Background: an optimization exercise with open tools, aiming at small area and a short achievable clock period. Do not read the settings as production practice.
No functional check of the RTL was part of any run shown here.

==> flow/design.v (outline; a module is shown in full before it is edited, if it fits) <==
// module circuit: 1625 lines
module circuit (
  output [47:0] p,
  input  [17:0] a, b, d,
  input  [47:0] c,
  input  clk, rstn);
  // ...
==> flow/run.sh <==
#!/bin/bash
# synth_recipe.tcl (not shown) runs the flow's synth.tcl, then flattens the netlist and writes it again
# the make line also repeats each setting of config.mk as NAME=value (left out here)
make -C /OpenROAD-flow-scripts/flow DESIGN_CONFIG=/design/flow/config.mk WORK_HOME=/design/flow/orfs CLKGATE_MAP_FILE= SYNTH_SCRIPT=/design/flow/synth_recipe.tcl finish
==> flow/config.mk <==
export PLATFORM = sky130hd
export DESIGN_NAME = circuit
export DESIGN_NICKNAME = circuit
export VERILOG_FILES = /design/flow/design.v
export SDC_FILE = /design/flow/constraint.sdc
export NUM_CORES = 4
export LEC_CHECK = 0
export CAP_MARGIN = 20
export CORE_MARGIN = 2
export CORE_UTILIZATION = 40
export SETUP_SLACK_MARGIN = 4.4
export SLEW_MARGIN = 20
==> flow/constraint.sdc <==
create_clock -name core_clock -period 7.0 [get_ports {clk}]
set_input_delay 1.4000 -clock core_clock [delete_from_list [all_inputs] [get_ports {clk}]]
set_output_delay 1.4000 -clock core_clock [all_outputs]
set_load 0.01 [all_outputs]
==> impl_metrics.csv, run 1 <==
group,metric,value,unit
status,outcome,"finished clean",
worst_setup_path,cp_max_fo,5,
detailed_routing,drt_iter0_markers,879,
detailed_routing,viasPerCell,4.750,
global_route,met3_usage,0.04930,
sta,hold_viol_final,0,
clock_network,clock_path_buffers,3,
worst_setup_path,worstPathRequired,7450,ps
detailed_routing,drc,0,
worst_setup_path,rr_startpoint,"t_r_6_1",
worst_setup_path,critPathSlowestCell,"fa_1",
layout,multi_input_area_share,0.4779,
layout,seq_area,6845,sq um
worst_setup_path,critPathMostFrequentCell,"inv_2",
synthesis,synthFlopType,"dfxtp_1",
clock_network,cts.repair.resized,385,
layout,fin_nets,2755,
worst_setup_path,startpoint_type,"register",
layout,num_antenna_cells,1,
sta,worst_pin_slew,396.7,ps
detailed_routing,ant_nets,0,
detailed_routing,met3_length,4.423,mm
worst_hold_path,holdPathStages,0,
layout,fin_cells,2961,
global_route,antenna_found_initial,0,
placement,globalplace.congestion,0.8491,
worst_hold_path,min-delay-start,"c_r[36]",
detailed_routing,wl,53.13,mm
worst_setup_path,ff2ff_path_depth,14,
layout,n_clock_buffer,48,
layout,final_cell_area,26520,sq um
layout,area_delta_synth_final,33.16,%
worst_setup_path,crit_type,"reg -> reg",
worst_setup_path,slowest_delay,570,ps
layout,utilization,0.5407,
placement,dp_slack,3027,ps
==> run 2: changes to the inputs <==
==> flow/design.v (replaced) <==
module fa (input x, y, z, output s, co);
  assign s  = x ^ y ^ z;
  assign co = (x & y) | (x & z) | (y & z);
endmodule
module han (input x, y, output s, co);
  assign s  = ~(x ^ y);
  assign co = x | y;
endmodule
module circuit (
  output [47:0] p,
  input  [17:0] a, b, d,
  input  [47:0] c,
  input  clk, rstn);
  reg [18:0] s_r;
  reg [17:0] a_r;
  reg [36:0] cn_r;
  reg [10:0] ch_r, ch_r1;
  reg v0, v1, v2;
  reg [47:0] r_r;
  reg [47:0] p_r;
  reg t_r_0_0;
  reg t_r_0_1;
  reg t_r_1_0;
  reg t_r_1_1;
  reg t_r_1_2;
  reg t_r_2_0;
  reg t_r_2_1;
  reg t_r_2_2;
  reg t_r_2_3;
  reg t_r_3_0;
  reg t_r_3_1;
  reg t_r_3_2;
  reg t_r_3_3;
  reg t_r_4_0;
  reg t_r_4_1;
  reg t_r_4_2;
  reg t_r_4_3;
  reg t_r_5_0;
  reg t_r_5_1;
  reg t_r_5_2;
  reg t_r_5_3;
  reg t_r_6_0;
  reg t_r_6_1;
  reg t_r_6_2;
  reg t_r_6_3;
  reg t_r_7_0;
  reg t_r_7_1;
  reg t_r_7_2;
  reg t_r_7_3;
  reg t_r_8_0;
  reg t_r_8_1;
  reg t_r_8_2;
  reg t_r_8_3;
  reg t_r_9_0;
  reg t_r_9_1;
  reg t_r_9_2;
  reg t_r_9_3;
  reg t_r_10_0;
  reg t_r_10_1;
  reg t_r_10_2;
  reg t_r_10_3;
  reg t_r_11_0;
  reg t_r_11_1;
  reg t_r_11_2;
  reg t_r_11_3;
  reg t_r_12_0;
  reg t_r_12_1;
  reg t_r_12_2;
  reg t_r_12_3;
  reg t_r_13_0;
  reg t_r_13_1;
  reg t_r_13_2;
  reg t_r_13_3;
  reg t_r_14_0;
  reg t_r_14_1;
  reg t_r_14_2;
  reg t_r_14_3;
  reg t_r_15_0;
  reg t_r_15_1;
  reg t_r_15_2;
  reg t_r_15_3;
  reg t_r_16_0;
  reg t_r_16_1;
  reg t_r_16_2;
  reg t_r_16_3;
  reg t_r_17_0;
  reg t_r_17_1;
  reg t_r_17_2;
  reg t_r_17_3;
  reg t_r_18_0;
  reg t_r_18_1;
  reg t_r_18_2;
  reg t_r_18_3;
  reg t_r_19_0;
  reg t_r_19_1;
  reg t_r_19_2;
  reg t_r_19_3;
  reg t_r_20_0;
  reg t_r_20_1;
  reg t_r_20_2;
  reg t_r_20_3;
  reg t_r_21_0;
  reg t_r_21_1;
  reg t_r_21_2;
  reg t_r_21_3;
  reg t_r_22_0;
  reg t_r_22_1;
  reg t_r_22_2;
  reg t_r_22_3;
  reg t_r_23_0;
  reg t_r_23_1;
  reg t_r_23_2;
  reg t_r_23_3;
  reg t_r_24_0;
  reg t_r_24_1;
  reg t_r_24_2;
  reg t_r_24_3;
  reg t_r_25_0;
  reg t_r_25_1;
  reg t_r_25_2;
  reg t_r_25_3;
  reg t_r_26_0;
  reg t_r_26_1;
  reg t_r_26_2;
  reg t_r_26_3;
  reg t_r_27_0;
  reg t_r_27_1;
  reg t_r_27_2;
  reg t_r_27_3;
  reg t_r_28_0;
  reg t_r_28_1;
  reg t_r_28_2;
  reg t_r_28_3;
  reg t_r_29_0;
  reg t_r_29_1;
  reg t_r_29_2;
  reg t_r_29_3;
  reg t_r_30_0;
  reg t_r_30_1;
  reg t_r_30_2;
  reg t_r_30_3;
  reg t_r_31_0;
  reg t_r_31_1;
  reg t_r_31_2;
  reg t_r_31_3;
  reg t_r_32_0;
  reg t_r_32_1;
  reg t_r_32_2;
  reg t_r_32_3;
  reg t_r_33_0;
  reg t_r_33_1;
  reg t_r_33_2;
  reg t_r_33_3;
  reg t_r_34_0;
  reg t_r_34_1;
  reg t_r_34_2;
  reg t_r_34_3;
  reg t_r_35_0;
  reg t_r_35_1;
  reg t_r_36_0;
  wire [341:0] pn;
  wire hs1;
  wire hc2;
  wire fs4;
  wire fc5;
  wire hs7;
  wire hc8;
  wire fs10;
  wire fc11;
  wire fs13;
  wire fc14;
  wire hs16;
  wire hc17;
  wire fs19;
  wire fc20;
  wire fs22;
  wire fc23;
  wire fs25;
  wire fc26;
  wire hs28;
  wire hc29;
  wire fs31;
  wire fc32;
  wire fs34;
  wire fc35;
  wire fs37;
  wire fc38;
  wire fs40;
  wire fc41;
  wire hs43;
  wire hc44;
  wire fs46;
  wire fc47;
  wire fs49;
  wire fc50;
  wire fs52;
  wire fc53;
  wire fs55;
  wire fc56;
  wire fs58;
  wire fc59;
  wire hs61;
  wire hc62;
  wire fs64;
  wire fc65;
  wire fs67;
  wire fc68;
  wire fs70;
  wire fc71;
  wire fs73;
  wire fc74;
  wire fs76;
  wire fc77;
  wire fs79;
  wire fc80;
  wire hs82;
  wire hc83;
  wire fs85;
  wire fc86;
  wire fs88;
  wire fc89;
  wire fs91;
  wire fc92;
  wire fs94;
  wire fc95;
  wire fs97;
  wire fc98;
  wire fs100;
  wire fc101;
  wire fs103;
  wire fc104;
  wire hs106;
  wire hc107;
  wire fs109;
  wire fc110;
  wire fs112;
  wire fc113;
  wire fs115;
  wire fc116;
  wire fs118;
  wire fc119;
  wire fs121;
  wire fc122;
  wire fs124;
  wire fc125;
  wire fs127;
  wire fc128;
  wire fs130;
  wire fc131;
  wire hs133;
  wire hc134;
  wire fs136;
  wire fc137;
  wire fs139;
  wire fc140;
  wire fs142;
  wire fc143;
  wire fs145;
  wire fc146;
  wire fs148;
  wire fc149;
  wire fs151;
  wire fc152;
  wire fs154;
  wire fc155;
  wire fs157;
  wire fc158;
  wire fs160;
  wire fc161;
  wire hs163;
  wire hc164;
  wire fs166;
  wire fc167;
  wire fs169;
  wire fc170;
  wire fs172;
  wire fc173;
  wire fs175;
  wire fc176;
  wire fs178;
  wire fc179;
  wire fs181;
  wire fc182;
  wire fs184;
  wire fc185;
  wire fs187;
  wire fc188;
  wire fs190;
  wire fc191;
  wire fs193;
  wire fc194;
  wire hs196;
  wire hc197;
  wire fs199;
  wire fc200;
  wire fs202;
  wire fc203;
  wire fs205;
  wire fc206;
  wire fs208;
  wire fc209;
  wire fs211;
  wire fc212;
  wire fs214;
  wire fc215;
  wire fs217;
  wire fc218;
  wire fs220;
  wire fc221;
  wire fs223;
  wire fc224;
  wire fs226;
  wire fc227;
  wire fs229;
  wire fc230;
  wire hs232;
  wire hc233;
  wire fs235;
  wire fc236;
  wire fs238;
  wire fc239;
  wire fs241;
  wire fc242;
  wire fs244;
  wire fc245;
  wire fs247;
  wire fc248;
  wire fs250;
  wire fc251;
  wire fs253;
  wire fc254;
  wire fs256;
  wire fc257;
  wire fs259;
  wire fc260;
  wire fs262;
  wire fc263;
  wire fs265;
  wire fc266;
  wire fs268;
  wire fc269;
  wire hs271;
  wire hc272;
  wire fs274;
  wire fc275;
  wire fs277;
  wire fc278;
  wire fs280;
  wire fc281;
  wire fs283;
  wire fc284;
  wire fs286;
  wire fc287;
  wire fs289;
  wire fc290;
  wire fs292;
  wire fc293;
  wire fs295;
  wire fc296;
  wire fs298;
  wire fc299;
  wire fs301;
  wire fc302;
  wire fs304;
  wire fc305;
  wire fs307;
  wire fc308;
  wire fs310;
  wire fc311;
  wire hs313;
  wire hc314;
  wire fs316;
  wire fc317;
  wire fs319;
  wire fc320;
  wire fs322;
  wire fc323;
  wire fs325;
  wire fc326;
  wire fs328;
  wire fc329;
  wire fs331;
  wire fc332;
  wire fs334;
  wire fc335;
  wire fs337;
  wire fc338;
  wire fs340;
  wire fc341;
  wire fs343;
  wire fc344;
  wire fs346;
  wire fc347;
  wire fs349;
  wire fc350;
  wire fs352;
  wire fc353;
  wire fs355;
  wire fc356;
  wire hs358;
  wire hc359;
  wire fs361;
  wire fc362;
  wire fs364;
  wire fc365;
  wire fs367;
  wire fc368;
  wire fs370;
  wire fc371;
  wire fs373;
  wire fc374;
  wire fs376;
  wire fc377;
  wire fs379;
  wire fc380;
  wire fs382;
  wire fc383;
  wire fs385;
  wire fc386;
  wire fs388;
  wire fc389;
  wire fs391;
  wire fc392;
  wire fs394;
  wire fc395;
  wire fs397;
  wire fc398;
  wire fs400;
  wire fc401;
  wire fs403;
  wire fc404;
  wire fs406;
  wire fc407;
  wire fs409;
  wire fc410;
  wire fs412;
  wire fc413;
  wire fs415;
  wire fc416;
  wire fs418;
  wire fc419;
  wire fs421;
  wire fc422;
  wire fs424;
  wire fc425;
  wire fs427;
  wire fc428;
  wire fs430;
  wire fc431;
  wire fs433;
  wire fc434;
  wire fs436;
  wire fc437;
  wire fs439;
  wire fc440;
  wire fs442;
  wire fc443;
  wire fs445;
  wire fc446;
  wire hs448;
  wire hc449;
  wire fs451;
  wire fc452;
  wire fs454;
  wire fc455;
  wire fs457;
  wire fc458;
  wire fs460;
  wire fc461;
  wire fs463;
  wire fc464;
  wire fs466;
  wire fc467;
  wire fs469;
  wire fc470;
  wire fs472;
  wire fc473;
  wire fs475;
  wire fc476;
  wire fs478;
  wire fc479;
  wire fs481;
  wire fc482;
  wire fs484;
  wire fc485;
  wire fs487;
  wire fc488;
  wire fs490;
  wire fc491;
  wire fs493;
  wire fc494;
  wire fs496;
  wire fc497;
  wire fs499;
  wire fc500;
  wire fs502;
  wire fc503;
  wire fs505;
  wire fc506;
  wire fs508;
  wire fc509;
  wire fs511;
  wire fc512;
  wire fs514;
  wire fc515;
  wire fs517;
  wire fc518;
  wire fs520;
  wire fc521;
  wire fs523;
  wire fc524;
  wire fs526;
  wire fc527;
  wire fs529;
  wire fc530;
  wire fs532;
  wire fc533;
  wire fs535;
  wire fc536;
  wire fs538;
  wire fc539;
  wire fs541;
  wire fc542;
  wire fs544;
  wire fc545;
  wire fs547;
  wire fc548;
  wire fs550;
  wire fc551;
  wire fs553;
  wire fc554;
  wire fs556;
  wire fc557;
  wire fs559;
  wire fc560;
  wire fs562;
  wire fc563;
  wire fs565;
  wire fc566;
  wire fs568;
  wire fc569;
  wire fs571;
  wire fc572;
  wire fs574;
  wire fc575;
  wire fs577;
  wire fc578;
  wire fs580;
  wire fc581;
  wire fs583;
  wire fc584;
  wire fs586;
  wire fc587;
  wire fs589;
  wire fc590;
  wire fs592;
  wire fc593;
  wire fs595;
  wire fc596;
  wire fs598;
  wire fc599;
  wire fs601;
  wire fc602;
  wire fs604;
  wire fc605;
  wire fs607;
  wire fc608;
  wire fs610;
  wire fc611;
  wire fs613;
  wire fc614;
  wire fs616;
  wire fc617;
  wire fs619;
  wire fc620;
  wire fs622;
  wire fc623;
  wire fs625;
  wire fc626;
  wire fs628;
  wire fc629;
  wire fs631;
  wire fc632;
  wire fs634;
  wire fc635;
  wire fs637;
  wire fc638;
  wire fs640;
  wire fc641;
  wire fs643;
  wire fc644;
  wire fs646;
  wire fc647;
  wire fs649;
  wire fc650;
  wire fs652;
  wire fc653;
  wire fs655;
  wire fc656;
  wire fs658;
  wire fc659;
  wire fs661;
  wire fc662;
  wire fs664;
  wire fc665;
  wire fs667;
  wire fc668;
  wire fs670;
  wire fc671;
  wire fs673;
  wire fc674;
  wire fs676;
  wire fc677;
  wire fs679;
  wire fc680;
  wire fs682;
  wire fc683;
  wire fs685;
  wire fc686;
  wire fs688;
  wire fc689;
  wire fs691;
  wire fc692;
  wire fs694;
  wire fc695;
  wire fs697;
  wire fc698;
  wire fs700;
  wire fc701;
  wire fs703;
  wire fc704;
  wire fs706;
  wire fc707;
  wire fs709;
  wire fc710;
  wire fs712;
  wire fc713;
  wire fs715;
  wire fc716;
  wire fs718;
  wire fc719;
  wire fs721;
  wire fc722;
  wire fs724;
  wire fc725;
  wire fs727;
  wire fc728;
  wire fs730;
  wire fc731;
  wire fs733;
  wire fc734;
  wire fs736;
  wire fc737;
  wire fs739;
  wire fc740;
  wire fs742;
  wire fc743;
  wire fs745;
  wire fc746;
  wire fs748;
  wire fc749;
  wire fs751;
  wire fc752;
  wire fs754;
  wire fc755;
  wire fs757;
  wire fc758;
  wire fs760;
  wire fc761;
  wire fs763;
  wire fc764;
  wire hs766;
  wire hc767;
  wire fs769;
  wire fc770;
  wire hs772;
  wire hc773;
  wire fs775;
  wire fc776;
  wire fs778;
  wire fc779;
  wire fs781;
  wire fc782;
  wire fs784;
  wire fc785;
  wire fs787;
  wire fc788;
  wire fs790;
  wire fc791;
  wire fs793;
  wire fc794;
  wire fs796;
  wire fc797;
  wire fs799;
  wire fc800;
  wire fs802;
  wire fc803;
  wire fs805;
  wire fc806;
  wire fs808;
  wire fc809;
  wire fs811;
  wire fc812;
  wire fs814;
  wire fc815;
  wire fs817;
  wire fc818;
  wire fs820;
  wire fc821;
  wire fs823;
  wire fc824;
  wire fs826;
  wire fc827;
  wire fs829;
  wire fc830;
  wire fs832;
  wire fc833;
  wire fs835;
  wire fc836;
  wire fs838;
  wire fc839;
  wire fs841;
  wire fc842;
  wire fs844;
  wire fc845;
  wire fs847;
  wire fc848;
  wire fs850;
  wire fc851;
  wire fs853;
  wire fc854;
  wire fs856;
  wire fc857;
  wire fs859;
  wire fc860;
  wire fs862;
  wire fc863;
  wire fs865;
  wire fc866;
  wire fs868;
  wire fc869;
  wire fs871;
  wire fc872;
  wire fs874;
  wire fc875;
  wire fs877;
  wire fc878;
  wire fs880;
  wire fc881;
  wire fs883;
  wire fc884;
  wire fs886;
  wire fc887;
  wire fs889;
  wire fc890;
  wire fs892;
  wire fc893;
  wire fs895;
  wire fc896;
  wire fs898;
  wire fc899;
  wire fs901;
  wire fc902;
  wire fs904;
  wire fc905;
  wire fs907;
  wire fc908;
  wire fs910;
  wire fc911;
  wire fs913;
  wire fc914;
  wire fs916;
  wire fc917;
  wire fs919;
  wire fc920;
  wire fs922;
  wire fc923;
  wire fs925;
  wire fc926;
  wire fs928;
  wire fc929;
  wire fs931;
  wire fc932;
  wire fs934;
  wire fc935;
  wire fs937;
  wire fc938;
  wire fs940;
  wire fc941;
  wire fs943;
  wire fc944;
  wire fs946;
  wire fc947;
  wire fs949;
  wire fc950;
  wire fs952;
  wire fc953;
  wire fs955;
  wire fc956;
  wire fs958;
  wire fc959;
  wire fs961;
  wire fc962;
  wire fs964;
  wire fc965;
  wire fs967;
  wire fc968;
  wire [37:0] rowA, rowB;
  wire [37:0] lo;
  always @(posedge clk) begin
    s_r <= {1'b0, d} + {1'b0, b};
    a_r <= a;
    cn_r <= ~c[36:0];
    ch_r <= c[47:37];
    v0 <= rstn;
    v1 <= v0 & rstn;
    v2 <= v1 & rstn;
  end
  genvar gi, gj;
  generate for (gi = 0; gi < 18; gi = gi + 1) begin : g_pp
    for (gj = 0; gj < 19; gj = gj + 1) begin : g_ppj
      assign pn[gi*19+gj] = ~(s_r[gj] & a_r[gi]);
    end
  end endgenerate
  han u3 (.x(cn_r[3]), .y(pn[21]), .s(hs1), .co(hc2));
  fa u6 (.x(cn_r[4]), .y(pn[22]), .z(pn[40]), .s(fs4), .co(fc5));
  han u9 (.x(pn[4]), .y(pn[58]), .s(hs7), .co(hc8));
  fa u12 (.x(cn_r[5]), .y(pn[23]), .z(pn[41]), .s(fs10), .co(fc11));
  fa u15 (.x(pn[59]), .y(pn[5]), .z(pn[77]), .s(fs13), .co(fc14));
  han u18 (.x(pn[95]), .y(hc8), .s(hs16), .co(hc17));
  fa u21 (.x(cn_r[6]), .y(pn[114]), .z(pn[24]), .s(fs19), .co(fc20));
  fa u24 (.x(pn[42]), .y(pn[60]), .z(pn[6]), .s(fs22), .co(fc23));
  fa u27 (.x(pn[78]), .y(pn[96]), .z(fc11), .s(fs25), .co(fc26));
  han u30 (.x(fc14), .y(hc17), .s(hs28), .co(hc29));
  fa u33 (.x(cn_r[7]), .y(pn[115]), .z(pn[133]), .s(fs31), .co(fc32));
  fa u36 (.x(pn[25]), .y(pn[43]), .z(pn[61]), .s(fs34), .co(fc35));
  fa u39 (.x(pn[79]), .y(pn[7]), .z(pn[97]), .s(fs37), .co(fc38));
  fa u42 (.x(fc20), .y(fc23), .z(fs31), .s(fs40), .co(fc41));
  han u45 (.x(fs34), .y(fs37), .s(hs43), .co(hc44));
  fa u48 (.x(cn_r[8]), .y(pn[116]), .z(pn[134]), .s(fs46), .co(fc47));
  fa u51 (.x(pn[152]), .y(pn[26]), .z(pn[44]), .s(fs49), .co(fc50));
  fa u54 (.x(pn[62]), .y(pn[80]), .z(pn[8]), .s(fs52), .co(fc53));
  fa u57 (.x(pn[98]), .y(fc32), .z(fc35), .s(fs55), .co(fc56));
  fa u60 (.x(fc38), .y(fs46), .z(fs49), .s(fs58), .co(fc59));
  han u63 (.x(fs52), .y(hc44), .s(hs61), .co(hc62));
  fa u66 (.x(cn_r[9]), .y(pn[117]), .z(pn[135]), .s(fs64), .co(fc65));
  fa u69 (.x(pn[153]), .y(pn[171]), .z(pn[27]), .s(fs67), .co(fc68));
  fa u72 (.x(pn[45]), .y(pn[63]), .z(pn[81]), .s(fs70), .co(fc71));
  fa u75 (.x(pn[99]), .y(pn[9]), .z(fc47), .s(fs73), .co(fc74));
  fa u78 (.x(fc50), .y(fc53), .z(fs64), .s(fs76), .co(fc77));
  fa u81 (.x(fs67), .y(fs70), .z(fc56), .s(fs79), .co(fc80));
  han u84 (.x(fs73), .y(fc59), .s(hs82), .co(hc83));
  fa u87 (.x(cn_r[10]), .y(pn[100]), .z(pn[10]), .s(fs85), .co(fc86));
  fa u90 (.x(pn[118]), .y(pn[136]), .z(pn[154]), .s(fs88), .co(fc89));
  fa u93 (.x(pn[172]), .y(pn[190]), .z(pn[28]), .s(fs91), .co(fc92));
  fa u96 (.x(pn[46]), .y(pn[64]), .z(pn[82]), .s(fs94), .co(fc95));
  fa u99 (.x(fc65), .y(fc68), .z(fc71), .s(fs97), .co(fc98));
  fa u102 (.x(fs85), .y(fs88), .z(fs91), .s(fs100), .co(fc101));
  fa u105 (.x(fs94), .y(fc74), .z(fs97), .s(fs103), .co(fc104));
  han u108 (.x(fc77), .y(fs100), .s(hs106), .co(hc107));
  fa u111 (.x(cn_r[11]), .y(pn[101]), .z(pn[119]), .s(fs109), .co(fc110));
  fa u114 (.x(pn[11]), .y(pn[137]), .z(pn[155]), .s(fs112), .co(fc113));
  fa u117 (.x(pn[173]), .y(pn[191]), .z(pn[209]), .s(fs115), .co(fc116));
  fa u120 (.x(pn[29]), .y(pn[47]), .z(pn[65]), .s(fs118), .co(fc119));
  fa u123 (.x(pn[83]), .y(fc86), .z(fc89), .s(fs121), .co(fc122));
  fa u126 (.x(fc92), .y(fc95), .z(fs109), .s(fs124), .co(fc125));
  fa u129 (.x(fs112), .y(fs115), .z(fs118), .s(fs127), .co(fc128));
  fa u132 (.x(fc98), .y(fs121), .z(fc101), .s(fs130), .co(fc131));
  han u135 (.x(fs124), .y(fs127), .s(hs133), .co(hc134));
  fa u138 (.x(cn_r[12]), .y(pn[102]), .z(pn[120]), .s(fs136), .co(fc137));
  fa u141 (.x(pn[12]), .y(pn[138]), .z(pn[156]), .s(fs139), .co(fc140));
  fa u144 (.x(pn[174]), .y(pn[192]), .z(pn[210]), .s(fs142), .co(fc143));
  fa u147 (.x(pn[228]), .y(pn[30]), .z(pn[48]), .s(fs145), .co(fc146));
  fa u150 (.x(pn[66]), .y(pn[84]), .z(fc110), .s(fs148), .co(fc149));
  fa u153 (.x(fc113), .y(fc116), .z(fc119), .s(fs151), .co(fc152));
  fa u156 (.x(fs136), .y(fs139), .z(fs142), .s(fs154), .co(fc155));
  fa u159 (.x(fs145), .y(fc122), .z(fs148), .s(fs157), .co(fc158));
  fa u162 (.x(fs151), .y(fc125), .z(fc128), .s(fs160), .co(fc161));
  han u165 (.x(fs154), .y(hc134), .s(hs163), .co(hc164));
  fa u168 (.x(cn_r[13]), .y(pn[103]), .z(pn[121]), .s(fs166), .co(fc167));
  fa u171 (.x(pn[139]), .y(pn[13]), .z(pn[157]), .s(fs169), .co(fc170));
  fa u174 (.x(pn[175]), .y(pn[193]), .z(pn[211]), .s(fs172), .co(fc173));
  fa u177 (.x(pn[229]), .y(pn[247]), .z(pn[31]), .s(fs175), .co(fc176));
  fa u180 (.x(pn[49]), .y(pn[67]), .z(pn[85]), .s(fs178), .co(fc179));
  fa u183 (.x(fc137), .y(fc140), .z(fc143), .s(fs181), .co(fc182));
  fa u186 (.x(fc146), .y(fs166), .z(fs169), .s(fs184), .co(fc185));
  fa u189 (.x(fs172), .y(fs175), .z(fs178), .s(fs187), .co(fc188));
  fa u192 (.x(fc149), .y(fc152), .z(fs181), .s(fs190), .co(fc191));
  fa u195 (.x(fc155), .y(fs184), .z(fs187), .s(fs193), .co(fc194));
  han u198 (.x(fc158), .y(fc161), .s(hs196), .co(hc197));
  fa u201 (.x(cn_r[14]), .y(pn[104]), .z(pn[122]), .s(fs199), .co(fc200));
  fa u204 (.x(pn[140]), .y(pn[14]), .z(pn[158]), .s(fs202), .co(fc203));
  fa u207 (.x(pn[176]), .y(pn[194]), .z(pn[212]), .s(fs205), .co(fc206));
  fa u210 (.x(pn[230]), .y(pn[248]), .z(pn[266]), .s(fs208), .co(fc209));
  fa u213 (.x(pn[32]), .y(pn[50]), .z(pn[68]), .s(fs211), .co(fc212));
  fa u216 (.x(pn[86]), .y(fc167), .z(fc170), .s(fs214), .co(fc215));
  fa u219 (.x(fc173), .y(fc176), .z(fc179), .s(fs217), .co(fc218));
  fa u222 (.x(fs199), .y(fs202), .z(fs205), .s(fs220), .co(fc221));
  fa u225 (.x(fs208), .y(fs211), .z(fc182), .s(fs223), .co(fc224));
  fa u228 (.x(fs214), .y(fs217), .z(fc185), .s(fs226), .co(fc227));
  fa u231 (.x(fc188), .y(fs220), .z(fc191), .s(fs229), .co(fc230));
  han u234 (.x(fs223), .y(fc194), .s(hs232), .co(hc233));
  fa u237 (.x(cn_r[15]), .y(pn[105]), .z(pn[123]), .s(fs235), .co(fc236));
  fa u240 (.x(pn[141]), .y(pn[159]), .z(pn[15]), .s(fs238), .co(fc239));
  fa u243 (.x(pn[177]), .y(pn[195]), .z(pn[213]), .s(fs241), .co(fc242));
  fa u246 (.x(pn[231]), .y(pn[249]), .z(pn[267]), .s(fs244), .co(fc245));
  fa u249 (.x(pn[285]), .y(pn[33]), .z(pn[51]), .s(fs247), .co(fc248));
  fa u252 (.x(pn[69]), .y(pn[87]), .z(fc200), .s(fs250), .co(fc251));
  fa u255 (.x(fc203), .y(fc206), .z(fc209), .s(fs253), .co(fc254));
  fa u258 (.x(fc212), .y(fs235), .z(fs238), .s(fs256), .co(fc257));
  fa u261 (.x(fs241), .y(fs244), .z(fs247), .s(fs259), .co(fc260));
  fa u264 (.x(fc215), .y(fc218), .z(fs250), .s(fs262), .co(fc263));
  fa u267 (.x(fs253), .y(fc221), .z(fs256), .s(fs265), .co(fc266));
  fa u270 (.x(fs259), .y(fc224), .z(fc227), .s(fs268), .co(fc269));
  han u273 (.x(fs262), .y(fs265), .s(hs271), .co(hc272));
  fa u276 (.x(cn_r[16]), .y(pn[106]), .z(pn[124]), .s(fs274), .co(fc275));
  fa u279 (.x(pn[142]), .y(pn[160]), .z(pn[16]), .s(fs277), .co(fc278));
  fa u282 (.x(pn[178]), .y(pn[196]), .z(pn[214]), .s(fs280), .co(fc281));
  fa u285 (.x(pn[232]), .y(pn[250]), .z(pn[268]), .s(fs283), .co(fc284));
  fa u288 (.x(pn[286]), .y(pn[304]), .z(pn[34]), .s(fs286), .co(fc287));
  fa u291 (.x(pn[52]), .y(pn[70]), .z(pn[88]), .s(fs289), .co(fc290));
  fa u294 (.x(fc236), .y(fc239), .z(fc242), .s(fs292), .co(fc293));
  fa u297 (.x(fc245), .y(fc248), .z(fs274), .s(fs295), .co(fc296));
  fa u300 (.x(fs277), .y(fs280), .z(fs283), .s(fs298), .co(fc299));
  fa u303 (.x(fs286), .y(fs289), .z(fc251), .s(fs301), .co(fc302));
  fa u306 (.x(fc254), .y(fs292), .z(fc257), .s(fs304), .co(fc305));
  fa u309 (.x(fc260), .y(fs295), .z(fs298), .s(fs307), .co(fc308));
  fa u312 (.x(fc263), .y(fs301), .z(fc266), .s(fs310), .co(fc311));
  han u315 (.x(fs304), .y(fs307), .s(hs313), .co(hc314));
  fa u318 (.x(cn_r[17]), .y(pn[107]), .z(pn[125]), .s(fs316), .co(fc317));
  fa u321 (.x(pn[143]), .y(pn[161]), .z(pn[179]), .s(fs319), .co(fc320));
  fa u324 (.x(pn[17]), .y(pn[197]), .z(pn[215]), .s(fs322), .co(fc323));
  fa u327 (.x(pn[233]), .y(pn[251]), .z(pn[269]), .s(fs325), .co(fc326));
  fa u330 (.x(pn[287]), .y(pn[305]), .z(pn[323]), .s(fs328), .co(fc329));
  fa u333 (.x(pn[35]), .y(pn[53]), .z(pn[71]), .s(fs331), .co(fc332));
  fa u336 (.x(pn[89]), .y(fc275), .z(fc278), .s(fs334), .co(fc335));
  fa u339 (.x(fc281), .y(fc284), .z(fc287), .s(fs337), .co(fc338));
  fa u342 (.x(fc290), .y(fs316), .z(fs319), .s(fs340), .co(fc341));
  fa u345 (.x(fs322), .y(fs325), .z(fs328), .s(fs343), .co(fc344));
  fa u348 (.x(fs331), .y(fc293), .z(fs334), .s(fs346), .co(fc347));
  fa u351 (.x(fs337), .y(fc296), .z(fc299), .s(fs349), .co(fc350));
  fa u354 (.x(fs340), .y(fs343), .z(fc302), .s(fs352), .co(fc353));
  fa u357 (.x(fc305), .y(fc308), .z(fs346), .s(fs355), .co(fc356));
  han u360 (.x(fs349), .y(hc314), .s(hs358), .co(hc359));
  fa u363 (.x(cn_r[18]), .y(pn[108]), .z(pn[126]), .s(fs361), .co(fc362));
  fa u366 (.x(pn[144]), .y(pn[162]), .z(pn[180]), .s(fs364), .co(fc365));
  fa u369 (.x(pn[18]), .y(pn[198]), .z(pn[216]), .s(fs367), .co(fc368));
  fa u372 (.x(pn[234]), .y(pn[252]), .z(pn[270]), .s(fs370), .co(fc371));
  fa u375 (.x(pn[288]), .y(pn[306]), .z(pn[324]), .s(fs373), .co(fc374));
  fa u378 (.x(pn[36]), .y(pn[54]), .z(pn[72]), .s(fs376), .co(fc377));
  fa u381 (.x(pn[90]), .y(fc317), .z(fc320), .s(fs379), .co(fc380));
  fa u384 (.x(fc323), .y(fc326), .z(fc329), .s(fs382), .co(fc383));
  fa u387 (.x(fc332), .y(fs361), .z(fs364), .s(fs385), .co(fc386));
  fa u390 (.x(fs367), .y(fs370), .z(fs373), .s(fs388), .co(fc389));
  fa u393 (.x(fs376), .y(fc335), .z(fc338), .s(fs391), .co(fc392));
  fa u396 (.x(fs379), .y(fs382), .z(fc341), .s(fs394), .co(fc395));
  fa u399 (.x(fc344), .y(fs385), .z(fs388), .s(fs397), .co(fc398));
  fa u402 (.x(fc347), .y(fc350), .z(fs391), .s(fs400), .co(fc401));
  fa u405 (.x(fs394), .y(fs397), .z(fc353), .s(fs403), .co(fc404));
  fa u408 (.x(cn_r[19]), .y(pn[109]), .z(pn[127]), .s(fs406), .co(fc407));
  fa u411 (.x(pn[145]), .y(pn[163]), .z(pn[181]), .s(fs409), .co(fc410));
  fa u414 (.x(pn[199]), .y(pn[217]), .z(pn[235]), .s(fs412), .co(fc413));
  fa u417 (.x(pn[253]), .y(pn[271]), .z(pn[289]), .s(fs415), .co(fc416));
  fa u420 (.x(pn[307]), .y(pn[325]), .z(pn[37]), .s(fs418), .co(fc419));
  fa u423 (.x(pn[55]), .y(pn[73]), .z(pn[91]), .s(fs421), .co(fc422));
  fa u426 (.x(fc362), .y(fc365), .z(fc368), .s(fs424), .co(fc425));
  fa u429 (.x(fc371), .y(fc374), .z(fc377), .s(fs427), .co(fc428));
  fa u432 (.x(fs406), .y(fs409), .z(fs412), .s(fs430), .co(fc431));
  fa u435 (.x(fs415), .y(fs418), .z(fs421), .s(fs433), .co(fc434));
  fa u438 (.x(fc380), .y(fc383), .z(fs424), .s(fs436), .co(fc437));
  fa u441 (.x(fs427), .y(fc386), .z(fc389), .s(fs439), .co(fc440));
  fa u444 (.x(fs430), .y(fs433), .z(fc392), .s(fs442), .co(fc443));
  fa u447 (.x(fc395), .y(fc398), .z(fs436), .s(fs445), .co(fc446));
  han u450 (.x(fs439), .y(fc401), .s(hs448), .co(hc449));
  fa u453 (.x(cn_r[20]), .y(pn[110]), .z(pn[128]), .s(fs451), .co(fc452));
  fa u456 (.x(pn[146]), .y(pn[164]), .z(pn[182]), .s(fs454), .co(fc455));
  fa u459 (.x(pn[200]), .y(pn[218]), .z(pn[236]), .s(fs457), .co(fc458));
  fa u462 (.x(pn[254]), .y(pn[272]), .z(pn[290]), .s(fs460), .co(fc461));
  fa u465 (.x(pn[308]), .y(pn[326]), .z(pn[56]), .s(fs463), .co(fc464));
  fa u468 (.x(pn[74]), .y(pn[92]), .z(fc407), .s(fs466), .co(fc467));
  fa u471 (.x(fc410), .y(fc413), .z(fc416), .s(fs469), .co(fc470));
  fa u474 (.x(fc419), .y(fc422), .z(fs451), .s(fs472), .co(fc473));
  fa u477 (.x(fs454), .y(fs457), .z(fs460), .s(fs475), .co(fc476));
  fa u480 (.x(fs463), .y(fc425), .z(fc428), .s(fs478), .co(fc479));
  fa u483 (.x(fs466), .y(fs469), .z(fc431), .s(fs481), .co(fc482));
  fa u486 (.x(fc434), .y(fs472), .z(fs475), .s(fs484), .co(fc485));
  fa u489 (.x(fc437), .y(fc440), .z(fs478), .s(fs487), .co(fc488));
  fa u492 (.x(fs481), .y(fs484), .z(fc443), .s(fs490), .co(fc491));
  fa u495 (.x(cn_r[21]), .y(pn[111]), .z(pn[129]), .s(fs493), .co(fc494));
  fa u498 (.x(pn[147]), .y(pn[165]), .z(pn[183]), .s(fs496), .co(fc497));
  fa u501 (.x(pn[201]), .y(pn[219]), .z(pn[237]), .s(fs499), .co(fc500));
  fa u504 (.x(pn[255]), .y(pn[273]), .z(pn[291]), .s(fs502), .co(fc503));
  fa u507 (.x(pn[309]), .y(pn[327]), .z(pn[75]), .s(fs505), .co(fc506));
  fa u510 (.x(pn[93]), .y(fc452), .z(fc455), .s(fs508), .co(fc509));
  fa u513 (.x(fc458), .y(fc461), .z(fc464), .s(fs511), .co(fc512));
  fa u516 (.x(fs493), .y(fs496), .z(fs499), .s(fs514), .co(fc515));
  fa u519 (.x(fs502), .y(fs505), .z(fc467), .s(fs517), .co(fc518));
  fa u522 (.x(fc470), .y(fs508), .z(fs511), .s(fs520), .co(fc521));
  fa u525 (.x(fc473), .y(fc476), .z(fs514), .s(fs523), .co(fc524));
  fa u528 (.x(fc479), .y(fc482), .z(fs517), .s(fs526), .co(fc527));
  fa u531 (.x(fc485), .y(fs520), .z(fs523), .s(fs529), .co(fc530));
  fa u534 (.x(cn_r[22]), .y(pn[112]), .z(pn[130]), .s(fs532), .co(fc533));
  fa u537 (.x(pn[148]), .y(pn[166]), .z(pn[184]), .s(fs535), .co(fc536));
  fa u540 (.x(pn[202]), .y(pn[220]), .z(pn[238]), .s(fs538), .co(fc539));
  fa u543 (.x(pn[256]), .y(pn[274]), .z(pn[292]), .s(fs541), .co(fc542));
  fa u546 (.x(pn[310]), .y(pn[328]), .z(pn[94]), .s(fs544), .co(fc545));
  fa u549 (.x(fc494), .y(fc497), .z(fc500), .s(fs547), .co(fc548));
  fa u552 (.x(fc503), .y(fc506), .z(fs532), .s(fs550), .co(fc551));
  fa u555 (.x(fs535), .y(fs538), .z(fs541), .s(fs553), .co(fc554));
  fa u558 (.x(fs544), .y(fc509), .z(fc512), .s(fs556), .co(fc557));
  fa u561 (.x(fs547), .y(fc515), .z(fs550), .s(fs559), .co(fc560));
  fa u564 (.x(fs553), .y(fc518), .z(fc521), .s(fs562), .co(fc563));
  fa u567 (.x(fs556), .y(fc524), .z(fs559), .s(fs565), .co(fc566));
  fa u570 (.x(cn_r[23]), .y(pn[113]), .z(pn[131]), .s(fs568), .co(fc569));
  fa u573 (.x(pn[149]), .y(pn[167]), .z(pn[185]), .s(fs571), .co(fc572));
  fa u576 (.x(pn[203]), .y(pn[221]), .z(pn[239]), .s(fs574), .co(fc575));
  fa u579 (.x(pn[257]), .y(pn[275]), .z(pn[293]), .s(fs577), .co(fc578));
  fa u582 (.x(pn[311]), .y(pn[329]), .z(fc533), .s(fs580), .co(fc581));
  fa u585 (.x(fc536), .y(fc539), .z(fc542), .s(fs583), .co(fc584));
  fa u588 (.x(fc545), .y(fs568), .z(fs571), .s(fs586), .co(fc587));
  fa u591 (.x(fs574), .y(fs577), .z(fc548), .s(fs589), .co(fc590));
  fa u594 (.x(fs580), .y(fs583), .z(fc551), .s(fs592), .co(fc593));
  fa u597 (.x(fc554), .y(fs586), .z(fc557), .s(fs595), .co(fc596));
  fa u600 (.x(fs589), .y(fc560), .z(fs592), .s(fs598), .co(fc599));
  fa u603 (.x(cn_r[24]), .y(pn[132]), .z(pn[150]), .s(fs601), .co(fc602));
  fa u606 (.x(pn[168]), .y(pn[186]), .z(pn[204]), .s(fs604), .co(fc605));
  fa u609 (.x(pn[222]), .y(pn[240]), .z(pn[258]), .s(fs607), .co(fc608));
  fa u612 (.x(pn[276]), .y(pn[294]), .z(pn[312]), .s(fs610), .co(fc611));
  fa u615 (.x(pn[330]), .y(fc569), .z(fc572), .s(fs613), .co(fc614));
  fa u618 (.x(fc575), .y(fc578), .z(fs601), .s(fs616), .co(fc617));
  fa u621 (.x(fs604), .y(fs607), .z(fs610), .s(fs619), .co(fc620));
  fa u624 (.x(fc581), .y(fc584), .z(fs613), .s(fs622), .co(fc623));
  fa u627 (.x(fc587), .y(fs616), .z(fs619), .s(fs625), .co(fc626));
  fa u630 (.x(fc590), .y(fc593), .z(fs622), .s(fs628), .co(fc629));
  fa u633 (.x(cn_r[25]), .y(pn[151]), .z(pn[169]), .s(fs631), .co(fc632));
  fa u636 (.x(pn[187]), .y(pn[205]), .z(pn[223]), .s(fs634), .co(fc635));
  fa u639 (.x(pn[241]), .y(pn[259]), .z(pn[277]), .s(fs637), .co(fc638));
  fa u642 (.x(pn[295]), .y(pn[313]), .z(pn[331]), .s(fs640), .co(fc641));
  fa u645 (.x(fc602), .y(fc605), .z(fc608), .s(fs643), .co(fc644));
  fa u648 (.x(fc611), .y(fs631), .z(fs634), .s(fs646), .co(fc647));
  fa u651 (.x(fs637), .y(fs640), .z(fc614), .s(fs649), .co(fc650));
  fa u654 (.x(fs643), .y(fc617), .z(fc620), .s(fs652), .co(fc653));
  fa u657 (.x(fs646), .y(fc623), .z(fs649), .s(fs655), .co(fc656));
  fa u660 (.x(cn_r[26]), .y(pn[170]), .z(pn[188]), .s(fs658), .co(fc659));
  fa u663 (.x(pn[206]), .y(pn[224]), .z(pn[242]), .s(fs661), .co(fc662));
  fa u666 (.x(pn[260]), .y(pn[278]), .z(pn[296]), .s(fs664), .co(fc665));
  fa u669 (.x(pn[314]), .y(pn[332]), .z(fc632), .s(fs667), .co(fc668));
  fa u672 (.x(fc635), .y(fc638), .z(fc641), .s(fs670), .co(fc671));
  fa u675 (.x(fs658), .y(fs661), .z(fs664), .s(fs673), .co(fc674));
  fa u678 (.x(fc644), .y(fs667), .z(fs670), .s(fs676), .co(fc677));
  fa u681 (.x(fc647), .y(fs673), .z(fc650), .s(fs679), .co(fc680));
  fa u684 (.x(cn_r[27]), .y(pn[189]), .z(pn[207]), .s(fs682), .co(fc683));
  fa u687 (.x(pn[225]), .y(pn[243]), .z(pn[261]), .s(fs685), .co(fc686));
  fa u690 (.x(pn[279]), .y(pn[297]), .z(pn[315]), .s(fs688), .co(fc689));
  fa u693 (.x(pn[333]), .y(fc659), .z(fc662), .s(fs691), .co(fc692));
  fa u696 (.x(fc665), .y(fs682), .z(fs685), .s(fs694), .co(fc695));
  fa u699 (.x(fs688), .y(fc668), .z(fc671), .s(fs697), .co(fc698));
  fa u702 (.x(fs691), .y(fc674), .z(fs694), .s(fs700), .co(fc701));
  fa u705 (.x(cn_r[28]), .y(pn[208]), .z(pn[226]), .s(fs703), .co(fc704));
  fa u708 (.x(pn[244]), .y(pn[262]), .z(pn[280]), .s(fs706), .co(fc707));
  fa u711 (.x(pn[298]), .y(pn[316]), .z(pn[334]), .s(fs709), .co(fc710));
  fa u714 (.x(fc683), .y(fc686), .z(fc689), .s(fs712), .co(fc713));
  fa u717 (.x(fs703), .y(fs706), .z(fs709), .s(fs715), .co(fc716));
  fa u720 (.x(fc692), .y(fs712), .z(fc695), .s(fs718), .co(fc719));
  fa u723 (.x(cn_r[29]), .y(pn[227]), .z(pn[245]), .s(fs721), .co(fc722));
  fa u726 (.x(pn[263]), .y(pn[281]), .z(pn[299]), .s(fs724), .co(fc725));
  fa u729 (.x(pn[317]), .y(pn[335]), .z(fc704), .s(fs727), .co(fc728));
  fa u732 (.x(fc707), .y(fc710), .z(fs721), .s(fs730), .co(fc731));
  fa u735 (.x(fs724), .y(fc713), .z(fs727), .s(fs733), .co(fc734));
  fa u738 (.x(cn_r[30]), .y(pn[246]), .z(pn[264]), .s(fs736), .co(fc737));
  fa u741 (.x(pn[282]), .y(pn[300]), .z(pn[318]), .s(fs739), .co(fc740));
  fa u744 (.x(pn[336]), .y(fc722), .z(fc725), .s(fs742), .co(fc743));
  fa u747 (.x(fs736), .y(fs739), .z(fc728), .s(fs745), .co(fc746));
  fa u750 (.x(cn_r[31]), .y(pn[265]), .z(pn[283]), .s(fs748), .co(fc749));
  fa u753 (.x(pn[301]), .y(pn[319]), .z(pn[337]), .s(fs751), .co(fc752));
  fa u756 (.x(fc737), .y(fc740), .z(fs748), .s(fs754), .co(fc755));
  fa u759 (.x(cn_r[32]), .y(pn[284]), .z(pn[302]), .s(fs757), .co(fc758));
  fa u762 (.x(pn[320]), .y(pn[338]), .z(fc749), .s(fs760), .co(fc761));
  fa u765 (.x(cn_r[33]), .y(pn[303]), .z(pn[321]), .s(fs763), .co(fc764));
  han u768 (.x(t_r_1_0), .y(t_r_1_1), .s(hs766), .co(hc767));
  fa u771 (.x(t_r_2_0), .y(t_r_2_1), .z(t_r_2_2), .s(fs769), .co(fc770));
  han u774 (.x(t_r_2_3), .y(hc767), .s(hs772), .co(hc773));
  fa u777 (.x(t_r_3_0), .y(t_r_3_1), .z(t_r_3_2), .s(fs775), .co(fc776));
  fa u780 (.x(t_r_3_3), .y(fc770), .z(hc773), .s(fs778), .co(fc779));
  fa u783 (.x(t_r_4_0), .y(t_r_4_1), .z(t_r_4_2), .s(fs781), .co(fc782));
  fa u786 (.x(t_r_4_3), .y(fc776), .z(fs781), .s(fs784), .co(fc785));
  fa u789 (.x(t_r_5_0), .y(t_r_5_1), .z(t_r_5_2), .s(fs787), .co(fc788));
  fa u792 (.x(t_r_5_3), .y(fc782), .z(fs787), .s(fs790), .co(fc791));
  fa u795 (.x(t_r_6_0), .y(t_r_6_1), .z(t_r_6_2), .s(fs793), .co(fc794));
  fa u798 (.x(t_r_6_3), .y(fc788), .z(fs793), .s(fs796), .co(fc797));
  fa u801 (.x(t_r_7_0), .y(t_r_7_1), .z(t_r_7_2), .s(fs799), .co(fc800));
  fa u804 (.x(t_r_7_3), .y(fc794), .z(fs799), .s(fs802), .co(fc803));
  fa u807 (.x(t_r_8_0), .y(t_r_8_1), .z(t_r_8_2), .s(fs805), .co(fc806));
  fa u810 (.x(t_r_8_3), .y(fc800), .z(fs805), .s(fs808), .co(fc809));
  fa u813 (.x(t_r_9_0), .y(t_r_9_1), .z(t_r_9_2), .s(fs811), .co(fc812));
  fa u816 (.x(t_r_9_3), .y(fc806), .z(fs811), .s(fs814), .co(fc815));
  fa u819 (.x(t_r_10_0), .y(t_r_10_1), .z(t_r_10_2), .s(fs817), .co(fc818));
  fa u822 (.x(t_r_10_3), .y(fc812), .z(fs817), .s(fs820), .co(fc821));
  fa u825 (.x(t_r_11_0), .y(t_r_11_1), .z(t_r_11_2), .s(fs823), .co(fc824));
  fa u828 (.x(t_r_11_3), .y(fc818), .z(fs823), .s(fs826), .co(fc827));
  fa u831 (.x(t_r_12_0), .y(t_r_12_1), .z(t_r_12_2), .s(fs829), .co(fc830));
  fa u834 (.x(t_r_12_3), .y(fc824), .z(fs829), .s(fs832), .co(fc833));
  fa u837 (.x(t_r_13_0), .y(t_r_13_1), .z(t_r_13_2), .s(fs835), .co(fc836));
  fa u840 (.x(t_r_13_3), .y(fc830), .z(fs835), .s(fs838), .co(fc839));
  fa u843 (.x(t_r_14_0), .y(t_r_14_1), .z(t_r_14_2), .s(fs841), .co(fc842));
  fa u846 (.x(t_r_14_3), .y(fc836), .z(fs841), .s(fs844), .co(fc845));
  fa u849 (.x(t_r_15_0), .y(t_r_15_1), .z(t_r_15_2), .s(fs847), .co(fc848));
  fa u852 (.x(t_r_15_3), .y(fc842), .z(fs847), .s(fs850), .co(fc851));
  fa u855 (.x(t_r_16_0), .y(t_r_16_1), .z(t_r_16_2), .s(fs853), .co(fc854));
  fa u858 (.x(t_r_16_3), .y(fc848), .z(fs853), .s(fs856), .co(fc857));
  fa u861 (.x(t_r_17_0), .y(t_r_17_1), .z(t_r_17_2), .s(fs859), .co(fc860));
  fa u864 (.x(t_r_17_3), .y(fc854), .z(fs859), .s(fs862), .co(fc863));
  fa u867 (.x(t_r_18_0), .y(t_r_18_1), .z(t_r_18_2), .s(fs865), .co(fc866));
  fa u870 (.x(t_r_18_3), .y(fc860), .z(fs865), .s(fs868), .co(fc869));
  fa u873 (.x(t_r_19_0), .y(t_r_19_1), .z(t_r_19_2), .s(fs871), .co(fc872));
  fa u876 (.x(t_r_19_3), .y(fc866), .z(fs871), .s(fs874), .co(fc875));
  fa u879 (.x(t_r_20_0), .y(t_r_20_1), .z(t_r_20_2), .s(fs877), .co(fc878));
  fa u882 (.x(t_r_20_3), .y(fc872), .z(fs877), .s(fs880), .co(fc881));
  fa u885 (.x(t_r_21_0), .y(t_r_21_1), .z(t_r_21_2), .s(fs883), .co(fc884));
  fa u888 (.x(t_r_21_3), .y(fc878), .z(fs883), .s(fs886), .co(fc887));
  fa u891 (.x(t_r_22_0), .y(t_r_22_1), .z(t_r_22_2), .s(fs889), .co(fc890));
  fa u894 (.x(t_r_22_3), .y(fc884), .z(fs889), .s(fs892), .co(fc893));
  fa u897 (.x(t_r_23_0), .y(t_r_23_1), .z(t_r_23_2), .s(fs895), .co(fc896));
  fa u900 (.x(t_r_23_3), .y(fc890), .z(fs895), .s(fs898), .co(fc899));
  fa u903 (.x(t_r_24_0), .y(t_r_24_1), .z(t_r_24_2), .s(fs901), .co(fc902));
  fa u906 (.x(t_r_24_3), .y(fc896), .z(fs901), .s(fs904), .co(fc905));
  fa u909 (.x(t_r_25_0), .y(t_r_25_1), .z(t_r_25_2), .s(fs907), .co(fc908));
  fa u912 (.x(t_r_25_3), .y(fc902), .z(fs907), .s(fs910), .co(fc911));
  fa u915 (.x(t_r_26_0), .y(t_r_26_1), .z(t_r_26_2), .s(fs913), .co(fc914));
  fa u918 (.x(t_r_26_3), .y(fc908), .z(fs913), .s(fs916), .co(fc917));
  fa u921 (.x(t_r_27_0), .y(t_r_27_1), .z(t_r_27_2), .s(fs919), .co(fc920));
  fa u924 (.x(t_r_27_3), .y(fc914), .z(fs919), .s(fs922), .co(fc923));
  fa u927 (.x(t_r_28_0), .y(t_r_28_1), .z(t_r_28_2), .s(fs925), .co(fc926));
  fa u930 (.x(t_r_28_3), .y(fc920), .z(fs925), .s(fs928), .co(fc929));
  fa u933 (.x(t_r_29_0), .y(t_r_29_1), .z(t_r_29_2), .s(fs931), .co(fc932));
  fa u936 (.x(t_r_29_3), .y(fc926), .z(fs931), .s(fs934), .co(fc935));
  fa u939 (.x(t_r_30_0), .y(t_r_30_1), .z(t_r_30_2), .s(fs937), .co(fc938));
  fa u942 (.x(t_r_30_3), .y(fc932), .z(fs937), .s(fs940), .co(fc941));
  fa u945 (.x(t_r_31_0), .y(t_r_31_1), .z(t_r_31_2), .s(fs943), .co(fc944));
  fa u948 (.x(t_r_31_3), .y(fc938), .z(fs943), .s(fs946), .co(fc947));
  fa u951 (.x(t_r_32_0), .y(t_r_32_1), .z(t_r_32_2), .s(fs949), .co(fc950));
  fa u954 (.x(t_r_32_3), .y(fc944), .z(fs949), .s(fs952), .co(fc953));
  fa u957 (.x(t_r_33_0), .y(t_r_33_1), .z(t_r_33_2), .s(fs955), .co(fc956));
  fa u960 (.x(t_r_33_3), .y(fc950), .z(fs955), .s(fs958), .co(fc959));
  fa u963 (.x(t_r_34_0), .y(t_r_34_1), .z(t_r_34_2), .s(fs961), .co(fc962));
  fa u966 (.x(t_r_34_3), .y(fc956), .z(fs961), .s(fs964), .co(fc965));
  fa u969 (.x(t_r_35_0), .y(t_r_35_1), .z(fc962), .s(fs967), .co(fc968));
  always @(posedge clk) begin
    t_r_0_0 <= pn[0];
    t_r_0_1 <= cn_r[0];
    t_r_1_0 <= pn[1];
    t_r_1_1 <= pn[19];
    t_r_1_2 <= cn_r[1];
    t_r_2_0 <= pn[2];
    t_r_2_1 <= pn[20];
    t_r_2_2 <= pn[38];
    t_r_2_3 <= cn_r[2];
    t_r_3_0 <= pn[39];
    t_r_3_1 <= pn[3];
    t_r_3_2 <= pn[57];
    t_r_3_3 <= hs1;
    t_r_4_0 <= pn[76];
    t_r_4_1 <= hc2;
    t_r_4_2 <= fs4;
    t_r_4_3 <= hs7;
    t_r_5_0 <= fc5;
    t_r_5_1 <= fs10;
    t_r_5_2 <= fs13;
    t_r_5_3 <= hs16;
    t_r_6_0 <= fs19;
    t_r_6_1 <= fs22;
    t_r_6_2 <= fs25;
    t_r_6_3 <= hs28;
    t_r_7_0 <= hc29;
    t_r_7_1 <= fc26;
    t_r_7_2 <= fs40;
    t_r_7_3 <= hs43;
    t_r_8_0 <= fs55;
    t_r_8_1 <= fc41;
    t_r_8_2 <= fs58;
    t_r_8_3 <= hs61;
    t_r_9_0 <= hc62;
    t_r_9_1 <= fs76;
    t_r_9_2 <= fs79;
    t_r_9_3 <= hs82;
    t_r_10_0 <= hc83;
    t_r_10_1 <= fc80;
    t_r_10_2 <= fs103;
    t_r_10_3 <= hs106;
    t_r_11_0 <= hc107;
    t_r_11_1 <= fc104;
    t_r_11_2 <= fs130;
    t_r_11_3 <= hs133;
    t_r_12_0 <= fc131;
    t_r_12_1 <= fs157;
    t_r_12_2 <= fs160;
    t_r_12_3 <= hs163;
    t_r_13_0 <= fs190;
    t_r_13_1 <= hc164;
    t_r_13_2 <= fs193;
    t_r_13_3 <= hs196;
    t_r_14_0 <= fs226;
    t_r_14_1 <= hc197;
    t_r_14_2 <= fs229;
    t_r_14_3 <= hs232;
    t_r_15_0 <= hc233;
    t_r_15_1 <= fc230;
    t_r_15_2 <= fs268;
    t_r_15_3 <= hs271;
    t_r_16_0 <= hc272;
    t_r_16_1 <= fc269;
    t_r_16_2 <= fs310;
    t_r_16_3 <= hs313;
    t_r_17_0 <= fs352;
    t_r_17_1 <= fc311;
    t_r_17_2 <= fs355;
    t_r_17_3 <= hs358;
    t_r_18_0 <= fc356;
    t_r_18_1 <= fs400;
    t_r_18_2 <= hc359;
    t_r_18_3 <= fs403;
    t_r_19_0 <= fs442;
    t_r_19_1 <= fs445;
    t_r_19_2 <= fc404;
    t_r_19_3 <= hs448;
    t_r_20_0 <= fc446;
    t_r_20_1 <= fs487;
    t_r_20_2 <= hc449;
    t_r_20_3 <= fs490;
    t_r_21_0 <= fc488;
    t_r_21_1 <= fs526;
    t_r_21_2 <= fc491;
    t_r_21_3 <= fs529;
    t_r_22_0 <= fc527;
    t_r_22_1 <= fs562;
    t_r_22_2 <= fc530;
    t_r_22_3 <= fs565;
    t_r_23_0 <= fc563;
    t_r_23_1 <= fs595;
    t_r_23_2 <= fc566;
    t_r_23_3 <= fs598;
    t_r_24_0 <= fs625;
    t_r_24_1 <= fc596;
    t_r_24_2 <= fc599;
    t_r_24_3 <= fs628;
    t_r_25_0 <= fc626;
    t_r_25_1 <= fs652;
    t_r_25_2 <= fc629;
    t_r_25_3 <= fs655;
    t_r_26_0 <= fc653;
    t_r_26_1 <= fs676;
    t_r_26_2 <= fc656;
    t_r_26_3 <= fs679;
    t_r_27_0 <= fc677;
    t_r_27_1 <= fs697;
    t_r_27_2 <= fc680;
    t_r_27_3 <= fs700;
    t_r_28_0 <= fs715;
    t_r_28_1 <= fc698;
    t_r_28_2 <= fc701;
    t_r_28_3 <= fs718;
    t_r_29_0 <= fc716;
    t_r_29_1 <= fs730;
    t_r_29_2 <= fc719;
    t_r_29_3 <= fs733;
    t_r_30_0 <= fs742;
    t_r_30_1 <= fc731;
    t_r_30_2 <= fc734;
    t_r_30_3 <= fs745;
    t_r_31_0 <= fs751;
    t_r_31_1 <= fc743;
    t_r_31_2 <= fc746;
    t_r_31_3 <= fs754;
    t_r_32_0 <= fc752;
    t_r_32_1 <= fs757;
    t_r_32_2 <= fc755;
    t_r_32_3 <= fs760;
    t_r_33_0 <= pn[339];
    t_r_33_1 <= fc758;
    t_r_33_2 <= fc761;
    t_r_33_3 <= fs763;
    t_r_34_0 <= pn[322];
    t_r_34_1 <= pn[340];
    t_r_34_2 <= cn_r[34];
    t_r_34_3 <= fc764;
    t_r_35_0 <= pn[341];
    t_r_35_1 <= cn_r[35];
    t_r_36_0 <= cn_r[36];
    ch_r1 <= ch_r;
  end
  assign rowA = {1'b1, t_r_36_0, fc965, fc959, fc953, fc947, fc941, fc935, fc929, fc923, fc917, fc911, fc905, fc899, fc893, fc887, fc881, fc875, fc869, fc863, fc857, fc851, fc845, fc839, fc833, fc827, fc821, fc815, fc809, fc803, fc797, fc791, fc785, fc779, fs775, fs769, t_r_1_2, t_r_0_0};
  assign rowB = {1'b1, fc968, fs967, fs964, fs958, fs952, fs946, fs940, fs934, fs928, fs922, fs916, fs910, fs904, fs898, fs892, fs886, fs880, fs874, fs868, fs862, fs856, fs850, fs844, fs838, fs832, fs826, fs820, fs814, fs808, fs802, fs796, fs790, fs784, fs778, hs772, hs766, t_r_0_1};
  assign lo = ~rowA + ~rowB;
  always @(posedge clk) begin
    r_r <= {ch_r1 + {10'd0, lo[37]}, lo[36:0]};
    if (rstn && v2) p_r <= r_r;
    else p_r <= 48'd0;
  end
  assign p = p_r;
endmodule
==> flow/config.mk (replaced) <==
export PLATFORM = sky130hd
export DESIGN_NAME = circuit
export DESIGN_NICKNAME = circuit
export VERILOG_FILES = /design/flow/design.v
export SDC_FILE = /design/flow/constraint.sdc
export NUM_CORES = 4
export LEC_CHECK = 0
export CAP_MARGIN = 20
export CORE_MARGIN = 2
export CORE_UTILIZATION = 40
export SLEW_MARGIN = 20
export SYNTH_HIERARCHICAL = 1
==> impl_metrics.csv, run 2 <==
group,metric,value,unit
sta,setup_tns,0,ps
worst_setup_path,crit_path_end_kind,"register",
clock_network,cts_buffers,39,
placement,post_dp_cell_area,20540,sq um
synthesis,ys_seq_area_frac,0.3619,
synthesis,yosys-top-cells-area,"dfxtp_1 (36%), fa_1 (33%), nand2_1 (7.6%), ha_1 (5.1%), inv_1 (4.1%)",
synthesis,yosys_warnings,7,
synthesis,synthTopCellsByCount,"nand2_1 (374), dfxtp_1 (335), fa_1 (307), inv_1 (203), clkbuf_1 (76)",
placement,numPortBuffers,151,
global_route,grt_pass1_vias,13680,
clock_network,clock_latency,560,ps
sta,period_needed,4464,ps
sta,worst_pin_slew,1147,ps
floorplan,fp.dieH,219.2,um
worst_setup_path,cp_num_buf_inv,1,
sta,fin_hold_ws,325.4,ps
clock_network,cts_sinks,335,
synthesis,synth.net_count,2209,
synthesis,synth_area,18530,sq um
worst_setup_path,critPathMostFrequentCell,"ha_1",
sta,hold_viol_final,0,
worst_setup_path,critPathSlowestCell,"fa_1",
detailed_routing,firstDrtPassIters,5,
worst_setup_path,crit_path_cell_trace,"fa_1, fa_1, inv_1, ha_1, o21ai_0, nor2_1, o211ai_1, a2111oi_4, nor3_2, o21a_1, o21ai_0, ha_1, ha_1, and3_1, nand3_1, xnor2_1",
floorplan,fp.coreArea,45580,sq um
placement,dp_hpwl,31.99,mm
layout,top_regs,"p_r (48), r_r (48), cn_r (37)",
sta,finalSetupViolations,0,
synthesis,synth-edff-count,0,
synthesis,synthFlopType,"dfxtp_1",
placement,dp_slack,2526,ps
detailed_routing,ant_nets,0,
clock_network,cts.repair.resized,0,
synthesis,yosys.area.top_type,"dfxtp_1",
floorplan,die_area,48060,sq um
floorplan,io_pins,152,
sta,rsz0062_at_grt,"false",
clock_network,h-tree-depth,2,
worst_hold_path,hold_class,"reg -> reg",
clock_network,clock_path_buffers,3,
worst_setup_path,worstPathRequired,7430,ps
global_route,antenna_found_initial,1,
synthesis,syn_avg_cell_area,10.75,sq um
clock_network,cts_tree,"done",
floorplan,dieWidth,219.2,um
sta,post-route-period-util,0.6377,
synthesis,ys_ff_latch,335,
layout,final_common_cell,"nand2_1",
worst_setup_path,startpoint_type,"register",
global_route,grt_max_degree,52,
sta,drv_slew,0,
floorplan,core.rowCount,78,
detailed_routing,wl,43.53,mm
detailed_routing,drt_iter0_markers,703,
clock_network,hold_buffers,0,
worst_setup_path,slowest_delay,550,ps
worst_setup_path,crit_type,"reg -> reg",
global_route,grt_pass1_wl,70.97,mm
synthesis,netlist_instances,1723,
clock_network,cts_setup_buffers,0,
sta,skew,19.17,ps
layout,fin_nets,2323,
global_route,overflow,0,
synthesis,async_reset_ff_frac,0,
worst_setup_path,cp_max_fo,5,
detailed_routing,drc,0,
synthesis,yosysMostFrequentCell,"nand2_1",
global_route,grt_usage,0.1907,
layout,final_cell_area,21830,sq um
detailed_routing,vias,12090,
clock_network,clk_pin_slew,60,ps
clock_network,cts-root-buf,"clkbuf_16",
sta,timing.fmax,224.0,MHz
layout,final_cell_mix,"nand2_1 (374), dfxtp_1 (335), fa_1 (307), inv_1 (203), clkdlybuf4s50_1 (151)",
placement,globalplace.congestion,0.8676,
synthesis,synth_cell_types,48,
layout,drive_gt1_frac,0.04290,
detailed_routing,viasPerCell,4.903,
sta,final.setup.worst_slack,2536,ps
detailed_routing,drt-wirelength-per-cell,17.66,um
worst_setup_path,worstPathArrival,4900,ps
status,outcome,"finished clean",
layout,num_antenna_cells,0,
flow_run,maxCapViolCount,0,
sta,slew_headroom,0.2344,
floorplan,initial_core_util,0.4066,
layout,area_delta_synth_final,17.81,%
worst_setup_path,cp_top_family,"adder cells",
synthesis,synth_top_cell_area_share,0.3619,
==> run 2: changes by cell type in the layout (fill, tap and decap cells not counted), sizes merged, moves of 5 or more <==
cell           change
xor2               -5
clkdlybuf4s50     +66
dlygate4sd2       -48
a21o               -6
xnor2              +5
nor2              -12
clkdlybuf4s15      -9
inv              -210
buf              -207
and2             -245
nand4              -5
nand2            +241
==> run 2: worst reg2reg max path: cells and delay by family, from the launching register on <==
family	cells	cell delay (ps)
buffers and inverters	1	40
xor gates and xnor gates	1	130
DFF	1	310
and+or+nand+nor	4	660
AOI/OAI and AO/OA	5	1370
adders and majority gates	5	1850
==> run 2: per-stage QoR <==
step,utilization,instances
final,0.4789,2465
after global routing,0.4789,2465
after CTS,0.4789,2465
after detailed placement,0.4507,2396
after global placement,0.4507,2396
after floorplan,-,1723
==> run 2: layer usage <==
layer,vias up,part of all wire,track usage
li1,5514,-,-
met1,5925,0.42,0.2436
met2,545,0.46,0.3093
met3,99,0.098,0.05807
met4,2,0.027,0.06261
met5,-,0.00028,0
==> run 2: cells by family after synthesis <==
family                   share of synthesized area
adder cells (fa/ha/maj)                     0.3823
multiplexers                             0.0005402
AND/OR/NAND/NOR                             0.1145
buffers and inverters                      0.06023
flip-flops                                  0.3619
XOR/XNOR                                   0.02742
AO/OA/AOI/OAI                              0.05308
==> run 2: cell type report <==
class / instances / area [sq um]
clock buffers: 55 / 1107
inverters: 203 / 762.0
flip-flops and latches: 335 / 6706
repair buffers: 165 / 1617
multi-input cells: 1093 / 10710
clock inverters: 14 / 178.9
fillers: 4207 / 23750
well taps: 600 / 750.7
==> run 2: per-module statistics from Yosys (local to each module, per instance) <==
| module | copies in the design | area [sq um] |
|---|---|---|
| circuit | 1 | 11930 |
| fa | 305 | 20.02 |
| han | 18 | 27.53 |
==> run 2: final timing paths <==
kind	start	end	slack (ps)	depth (start not counted)
setup / recovery	t_r_2_1	r_r[47]	2540	16
hold / removal	ch_r[1]	ch_r1[1]	330	0
setup reg to reg	t_r_2_1	r_r[47]	2540	16
hold reg to reg	ch_r[1]	ch_r1[1]	330	0

-- static timing again, ports no longer ideal --
Ports are ideal in the flow. The routed layouts listed here were re-timed in OpenROAD. Step 1 (the two cells are an assumption about what drives the block):
set clk [get_ports {clk}]
set_driving_cell -lib_cell sky130_fd_sc_hd__clkbuf_16 $clk
set_driving_cell -lib_cell sky130_fd_sc_hd__buf_2 [delete_from_list [all_inputs] $clk]
Step 2, shift: input delay + t, output delay - t, t = (earliest + latest rising clock arrival at the registers) / 2. This alone moves slack from input paths to output paths. Three values: no drivers, after step 1, after step 2; two values: the first two.
| run | shift t [ns] | setup WS [ns] | worst setup path at the end | latest minus earliest clock arrival (ns) | slew at the worst register clock pin (ns) |
|---|---|---|---|---|---|
| run 1 | 0.607 | 3.401 / 3.401 / 3.401 | register to register | 0.039 / 0.039 | 0.08 / 0.08 |
| run 2 | 0.601 | 2.536 / 2.536 / 2.536 | register to register | 0.019 / 0.019 | 0.06 / 0.06 |
After both steps every run listed still meets setup and hold.
